This is an optimization exercise on Yosys and OpenROAD, whose aim is small area, not a production implementation. Function was checked by simulation only, so behaviour that the tests miss may differ from the original.

==> flow/design.v, too long to show whole: its modules and the start of the top module <==
// module dsp_top: 204 lines
// module dsp_fa: 4 lines
// module dsp_ha: 4 lines
// module dsp_xnor: 3 lines
// module dsp_nor: 3 lines
// module dsp_xor: 3 lines
// module dsp_or: 3 lines
// module dsp_aoi3: 3 lines
// module dsp_ao: 3 lines
// module dsp_oa: 3 lines
// module dsp_sop0: 4927 lines
// module dsp_sop1: 4994 lines
// module dsp_addsub16: 82 lines
module dsp_top #(
  parameter DATA_WIDTH = 16,
  parameter COEF_WIDTH = 16,
  parameter MAX_TAPS   = 8,
  parameter IIR_SECTIONS = 2,
  parameter FFT_N      = 8
)(
  input  logic clk,
  input  logic rst_n,
  input  logic [1:0] mode,
  input  logic signed [DATA_WIDTH-1:0] din_real,
  input  logic signed [DATA_WIDTH-1:0] din_imag,
  input  logic                         din_valid,
  output logic                         din_ready,
  output logic signed [DATA_WIDTH-1:0] dout_real,
  output logic signed [DATA_WIDTH-1:0] dout_imag,
  output logic                         dout_valid,
  input  logic                         fir_coeff_wr_en,
  input  logic [$clog2(MAX_TAPS)-1:0]  fir_coeff_index,
  input  logic signed [COEF_WIDTH-1:0] fir_coeff_value,
  input  logic                         iir_coeff_wr_en,
  input  logic [$clog2(IIR_SECTIONS)-1:0] iir_section_index,
  input  logic [2:0]                   iir_coeff_sel,
  input  logic signed [COEF_WIDTH-1:0] iir_coeff_value,
  input  logic start,
  output logic done
);
  // ...
==> flow/run.sh <==
#!/bin/bash
# synth_recipe.tcl (not shown) runs the flow's synth.tcl, then flattens the netlist and writes it again
# the make line also repeats each setting of config.mk as NAME=value (left out here)
make -C /OpenROAD-flow-scripts/flow DESIGN_CONFIG=/design/flow/config.mk WORK_HOME=/design/flow/orfs CLKGATE_MAP_FILE= SYNTH_SCRIPT=/design/flow/synth_recipe.tcl finish
==> flow/config.mk <==
export PLATFORM = sky130hd
export DESIGN_NAME = dsp_top
export DESIGN_NICKNAME = dsp_top
export VERILOG_FILES = /design/flow/design.v
export SDC_FILE = /design/flow/constraint.sdc
export NUM_CORES = 4
export LEC_CHECK = 0
export CAP_MARGIN = 10
export CELL_PAD_IN_SITES_DETAIL_PLACEMENT = 1
export CELL_PAD_IN_SITES_GLOBAL_PLACEMENT = 1
export CORE_MARGIN = 2
export CORE_UTILIZATION = 45
export CTS_BUF_LIST = sky130_fd_sc_hd__clkbuf_16
export CTS_CLUSTER_DIAMETER = 100
export CTS_CLUSTER_SIZE = 24
export SLEW_MARGIN = 10
export SYNTH_HIERARCHICAL = 1
==> flow/constraint.sdc <==
create_clock -name core_clock -period 26.0 [get_ports {clk}]
set_input_delay 5.2000 -clock core_clock [delete_from_list [all_inputs] [get_ports {clk}]]
set_output_delay 5.2000 -clock core_clock [all_outputs]
set_load 0.01 [all_outputs]
==> flow_summary.yaml, run 1 <==
finish:
  sh_seq_area_pct: 27.18
  fin_util_pct: 49.39
  n_antenna_cell: 21
  multiInputCombCellCount: 4977
  area_growth_pct: 8.913
global_route:
  top_usage_layer: "met2"
  antenna_found_initial: 33
  grt_max_degree: 77
setup_path:
  r2r_start: "cnt[0]"
  r2r-end: "fi[0][15]"
  rrSetupSlack_ns: 5.98
hold_path:
  min_path_type: "flip-flop to flip-flop"
  min-delay-start: "fi[4][11]"
floorplan:
  taps: 2370
  die_area_sq_mm: 0.1858
  dieWidth_um: 431.0
timing:
  layout_min_cycle_time_ns: 24.69
  slew_headroom_pct: 11.95
status:
  status: "complete, no violations"
clock_tree:
  cts_tree: "yes"
placed_design:
  place_ws_ns: 1.343
  place.gp.congestion: 1.077
yosys:
  synth.avg_cell_area_sq_um: 13.16
routing:
  vias: 71550
  top_layer: "met5"
==> run 2, diff against run 1 <==
--- a/flow/config.mk
+++ b/flow/config.mk
@@ -6,10 +6,10 @@
 export NUM_CORES = 4
 export LEC_CHECK = 0
 export CAP_MARGIN = 10
-export CELL_PAD_IN_SITES_DETAIL_PLACEMENT = 1
-export CELL_PAD_IN_SITES_GLOBAL_PLACEMENT = 1
+export CELL_PAD_IN_SITES_DETAIL_PLACEMENT = 2
+export CELL_PAD_IN_SITES_GLOBAL_PLACEMENT = 2
 export CORE_MARGIN = 2
-export CORE_UTILIZATION = 45
+export CORE_UTILIZATION = 30
 export CTS_BUF_LIST = sky130_fd_sc_hd__clkbuf_16
 export CTS_CLUSTER_DIAMETER = 100
 export CTS_CLUSTER_SIZE = 24
==> run 2 against run 1 <==
  * Hold slack improved by 0.0023 ns
  * Non-clock buffer count rose by 11
  * Die area rose by 49%
  * Synthesized cell count did not move
  * Sequential share of layout area fell by 0.61 points
  * Synthesized area did not move
  * First-iteration DRC count fell by 9.4%
  * Register-to-register slack got worse by 1.0 ns
  * Flip-flop and latch count did not move
  * Via count fell by 1.6%
==> flow_summary.yaml, run 2 <==
global_route:
  grt_pass1_wl_mm: 636.9
  grtUsageMet3_pct: 8.979
  grtUsageMet2_pct: 47.57
  top_usage_layer: "met2"
  antenna_found_initial: 38
  grt_pass1_vias: 72580
  grt_max_degree: 90
  gr-usage-all-layers_pct: 33.16
  grt_util_met1_pct: 45.48
  grt_overflow: 0
clock_tree:
  cts-buffers-inserted: 53
  htree_levels: 2
  cts_tree: "yes"
  cts_hold_buf: 0
  cts_resized: 0
  clock-sinks: 820
  root_buffer: "clkbuf_16"
  postCtsSetupRepairBufs: 0
  worstSkewPairLatency_ns: 0.78
  max-clock-path-buffers: 3
  clk_pin_slew_ns: 0.10
timing:
  layout_min_cycle_time_ns: 25.38
  clock.fmax_mhz: 39.39
  fin_skew_ns: 0.06339
  fin_setup_tns_ns: 0
  slew_headroom_pct: 5.783
  hold_viol_final: 0
  setup_violations: 0
  final.period_utilization_pct: 97.63
  grt_setup_unrepaired: "false"
  setup_ws_ns: 0.6151
  tightest_slew_ns: 1.407
  slew_viol_final: 0
routing:
  dr.pass1.iters: 17
  ant_nets: 0
  vias: 70370
  wirelength_mm: 474.3
  drc: 0
  wl_per_cell_um: 46.19
  dr.first_iter.drc_count: 16990
  viasPerCell: 6.852
finish:
  fill_cells: 28410
  area_growth_pct: 11.40
  final_cells: 10270
  final_layout_size_suffix_gt1_share_pct: 10.35
  final_common_cell: "fa_1"
  fin_util_pct: 33.49
  nets: 8126
  most-common-layout-cells: "1371 x fa_1, 1120 x a222oi_1, 768 x edfxtp_1"
placed_design:
  placedCellCount: 10170
  place_ws_ns: 0.4160
  hpwl_mm: 386.1
  io_buffer_count: 113
  place.gp.congestion: 1.029
floorplan:
  ios: 114
  core_sq_mm: 0.2729
  die_h_um: 527.0
  die_area_sq_mm: 0.2777
  initial_core_util_pct: 30.07
  rows: 192
  dieWidth_um: 527.0
setup_path:
  r2r_start: "f1"
  cp_max_fo: 52
  cp_common_cell: "fa_1"
  crit_path_end: "fi[0][15]"
  path_buf_inv: 8
  critical_path.top_delay_family: "adder cells"
  r2r_cells: 50
  cp.depth: 53
  worst_ep_required_time_ns: 26.62
  crit_arrival_ns: 26.01
  rrSetupSlack_ns: 4.95
  cp_slowest_stage_delay_ns: 0.78
  worstSetupPathType: "input port to flip-flop"
  critPathCaptureType: "flip-flop"
  critical_path.startpoint: "mode[1]"
  r2r-end: "fi[0][15]"
  cp_slowest_cell: "xor2_1"
  startpoint_type: "input port"
hold_path:
  min_path_type: "flip-flop to flip-flop"
yosys:
  synth.avg_cell_area_sq_um: 13.16
  synth_area_sq_mm: 0.08205
  yosys_warnings: 39
  synthCells: 6236
flow_run:
  cap_viol_max_count: 0
status:
  status: "complete, no violations"
## run 2: worst min path at each step
stage,startpoint,endpoint,depth (start not counted)
CTS,fr[5][14],fr[6][14],0
global placement,fi[6][13],fi[7][13],0
finish,fr[6][15],fr[7][15],0
detailed placement,fi[0][2],fi[1][2],0
global route,fr[5][14],fr[6][14],0
floorplan,fi[0][0],fi[1][0],0
## run 2: cell type report
cell class | instances | area [sq um] | area share, %
antenna | 13 | 32.53 | 0.03559
clock inverter | 37 | 461.7 | 0.5051
inverter | 322 | 1209 | 1.322
tap | 3589 | 4491 | 4.913
clock buffer | 54 | 1351 | 1.478
multi-input combinational | 4977 | 55830 | 61.08
sequential | 820 | 24290 | 26.57
timing repair buffer | 458 | 3744 | 4.096
## run 2: worst register-to-register path: cells and delay by family (launching register included)
kind,cells,cell delay [ns]
muxes,2,0.75
and+or+nand+nor,6,2.04
buffers and inverters,5,1.28
adders and majority gates,15,7.55
DFF,1,0.63
AOI/OAI and AO/OA,17,6.12
xor gates and xnor gates,5,2.53
## run 2: per-layer routing
| metal | vias up | wire (um) | share of wire, % |
|---|---|---|---|
| met3 | 859 | 54100 | 11 |
| met1 | 38430 | 192200 | 41 |
| li1 | 25880 | - | - |
| met4 | 34 | 30320 | 6.4 |
| met5 | - | 617 | 0.13 |
| met2 | 5165 | 197100 | 42 |
## run 2: through the flow
step / hold WS (ns) / instance area [sq um]
final: 0.4008 / 91410
after floorplan: 0.4003 / 82340
after global routing: 0.3913 / 91380
after detailed placement: 0.4052 / 89540
after global placement: 0.4004 / 89540
after CTS: 0.4006 / 91360
==> run 3, diff against run 2 <==
==> flow/config.mk (replaced) <==
export PLATFORM = sky130hd
export DESIGN_NAME = dsp_top
export DESIGN_NICKNAME = dsp_top
export VERILOG_FILES = /design/flow/design.v
export SDC_FILE = /design/flow/constraint.sdc
export NUM_CORES = 4
export LEC_CHECK = 0
export CAP_MARGIN = 5
export CELL_PAD_IN_SITES_DETAIL_PLACEMENT = 1
export CELL_PAD_IN_SITES_GLOBAL_PLACEMENT = 1
export CORE_MARGIN = 2
export CORE_UTILIZATION = 45
export CTS_BUF_LIST = sky130_fd_sc_hd__clkbuf_16
export CTS_CLUSTER_DIAMETER = 100
export CTS_CLUSTER_SIZE = 28
export SLEW_MARGIN = 5
export SYNTH_HIERARCHICAL = 1
==> run 3 against run 2 <==
  * Via count up 1.7%
  * Register-to-register slack better by 1.1 ns
  * Hold slack worse by 0.043 ns
  * Critical path depth down 1
  * Synthesized area unchanged
  * Flip-flop and latch count unchanged
  * Global-route usage up 14 points
  * Final area down 2.3%
  * Routed wire length down 7.2%
  * Clock skew up 0.027 ns
  * First-iteration DRC count up 9.0%
==> flow_summary.yaml, run 3 <==
global_route:
  grt_overflow: 0
  antenna_found_initial: 32
  grt_pass1_wl_mm: 599.1
  grt_pass1_vias: 72620
  gr-usage-all-layers_pct: 46.67
  grt_max_degree: 77
routing:
  dr.pass1.iters: 28
  viasPerCell: 7.933
  vias: 71540
  dr.first_iter.drc_count: 18520
  drc: 0
  wl_per_cell_um: 48.83
  wirelength_mm: 440.4
  ant_nets: 0
floorplan:
  die_area_sq_mm: 0.1858
  ios: 114
  die_h_um: 431.0
  initial_core_util_pct: 45.35
  core_sq_mm: 0.1809
  dieWidth_um: 431.0
  rows: 156
clock_tree:
  clock-sinks: 820
  htree_levels: 2
  max-clock-path-buffers: 3
  cts_resized: 0
  cts_hold_buf: 0
  worstSkewPairLatency_ns: 0.75
  root_buffer: "clkbuf_16"
  postCtsSetupRepairBufs: 0
  clk_pin_slew_ns: 0.11
  cts_tree: "yes"
  cts-buffers-inserted: 42
placed_design:
  io_buffer_count: 113
  place.gp.congestion: 1.077
  hpwl_mm: 347.3
yosys:
  yosys_warnings: 39
  synth.avg_cell_area_sq_um: 13.16
  synthCells: 6236
  synth_area_sq_mm: 0.08205
finish:
  area_growth_pct: 8.855
  nets: 8104
  fill_cells: 18250
  most-common-layout-cells: "1371 x fa_1, 1120 x a222oi_1, 768 x edfxtp_1"
  final_common_cell: "fa_1"
  final_layout_size_suffix_gt1_share_pct: 9.827
timing:
  layout_min_cycle_time_ns: 24.66
  hold_viol_final: 0
  clock.fmax_mhz: 40.54
  tightest_slew_ns: 1.304
  slew_viol_final: 0
  grt_setup_unrepaired: "false"
  fin_setup_tns_ns: 0
  fin_skew_ns: 0.08990
  slew_headroom_pct: 12.70
  final.period_utilization_pct: 94.86
  setup_violations: 0
setup_path:
  cp_common_cell: "fa_1"
  cp_slowest_cell: "a211oi_2"
  crit_arrival_ns: 25.25
  cp_max_fo: 38
  worstSetupPathType: "input port to flip-flop"
  worst_ep_required_time_ns: 26.58
  cp_slowest_stage_delay_ns: 0.80
  critPathCaptureType: "flip-flop"
  startpoint_type: "input port"
hold_path:
  min_path_type: "flip-flop to flip-flop"
status:
  status: "complete, no violations"
flow_run:
  cap_viol_max_count: 0
## run 3: cell types whose count changed in the layout (fill, tap and decap cells not counted), moves of 6 or more
cell / delta
o21ai_1: -9
nor2b_2: +6
clkbuf_16: -12
nor2b_1: -8
o21ai_2: +10
buf_4: -8
a21oi_2: -15
a21oi_1: +15
## run 3: routing by layer
layer | track usage (%) | vias up | routed length (um)
met1 | 59.94 | 37430 | 159100
li1 | - | 25820 | -
met4 | 30.60 | 30 | 37650
met2 | 64.85 | 6801 | 178300
met5 | 0.2862 | - | 344
met3 | 18.81 | 1465 | 65050
## run 3: worst paths after layout
| path | startpoint | depth (start not counted) | slack (ns) | endpoint |
|---|---|---|---|---|
| min in group asynchronous | rst_n | 1 | 4.55 | st[1] |
| min reg2reg | sr[6][3] | 0 | 0.36 | sr[7][3] |
| min | sr[6][3] | 0 | 0.36 | sr[7][3] |
| max | mode[0] | 52 | 1.34 | fi[0][15] |
| max reg2reg | cnt[0] | 48 | 6.04 | fi[0][15] |
| max in group asynchronous | rst_n | 1 | 20.85 | cnt[2] |
## run 3: cell type report
cell class	instances	area [sq um]	area share, %
diodes	13	32.53	0.03642
clock buffers	42	1051	1.177
clock inverters	27	357.8	0.4006
inverters	322	1209	1.353
multi-input cells	4977	55780	62.45
flip-flops and latches	820	24290	27.19
well taps	2370	2965	3.320
repair buffers	447	3636	4.071
## run 3: critical path, delay by kind of cell
family          cells  cell delay [ns]
fa+ha+maj          16             7.68
compound gates     18             5.50
simple gates        7             2.95
xor+xnor            5             1.98
buf+inv             4             1.19
mux                 2             0.64
## run 3: per-stage QoR
step,hold slack [ns],utilization (%),area [sq um],instances,setup WS (ns)
floorplan,0.4003,-,82340,6311,5.858
global placement,0.4005,48.56,87870,8935,1.702
detailed placement,0.4052,48.57,87880,8936,1.343
CTS,0.3691,49.35,89290,9005,2.123
global route,0.3769,49.35,89290,9007,0.9085
finish,0.3583,49.36,89320,9018,1.336

[static timing again, ports no longer ideal]
No port has a modelled driver above. Below, the same layouts with a new extraction and two added sets of constraints.
Step 1 assumes that a clkbuf_16 drives the clock port and a buf_2 every other input.
Step 2 moves the port delays by t, midway between the first and last clock arrival at a register: inputs arrive t later, outputs are due t later. That takes back most of the time a late clock gives input paths.
a / b / c = ideal ports / drivers / drivers and shift; a / b = the first two.
| run | t, ns | setup slack, ns | latest minus earliest clock arrival (ns) | slew at the worst register clock pin (ns) |
|---|---|---|---|---|
| run 1 | 0.807 | 1.309 / 1.355 / 0.548 | 0.075 / 0.075 | 0.10 / 0.10 |
| run 2 | 0.859 | 0.615 / 0.690 / -0.169 | 0.064 / 0.063 | 0.10 / 0.10 |
| run 3 | 0.802 | 1.336 / 1.385 / 0.583 | 0.092 / 0.092 | 0.12 / 0.12 |
Met with ideal ports but missed after step 2: setup timing in run 2. For run 2, which loses most, drivers alone change the setup slack by +0.075 ns; drivers and shift together by -0.784 ns.
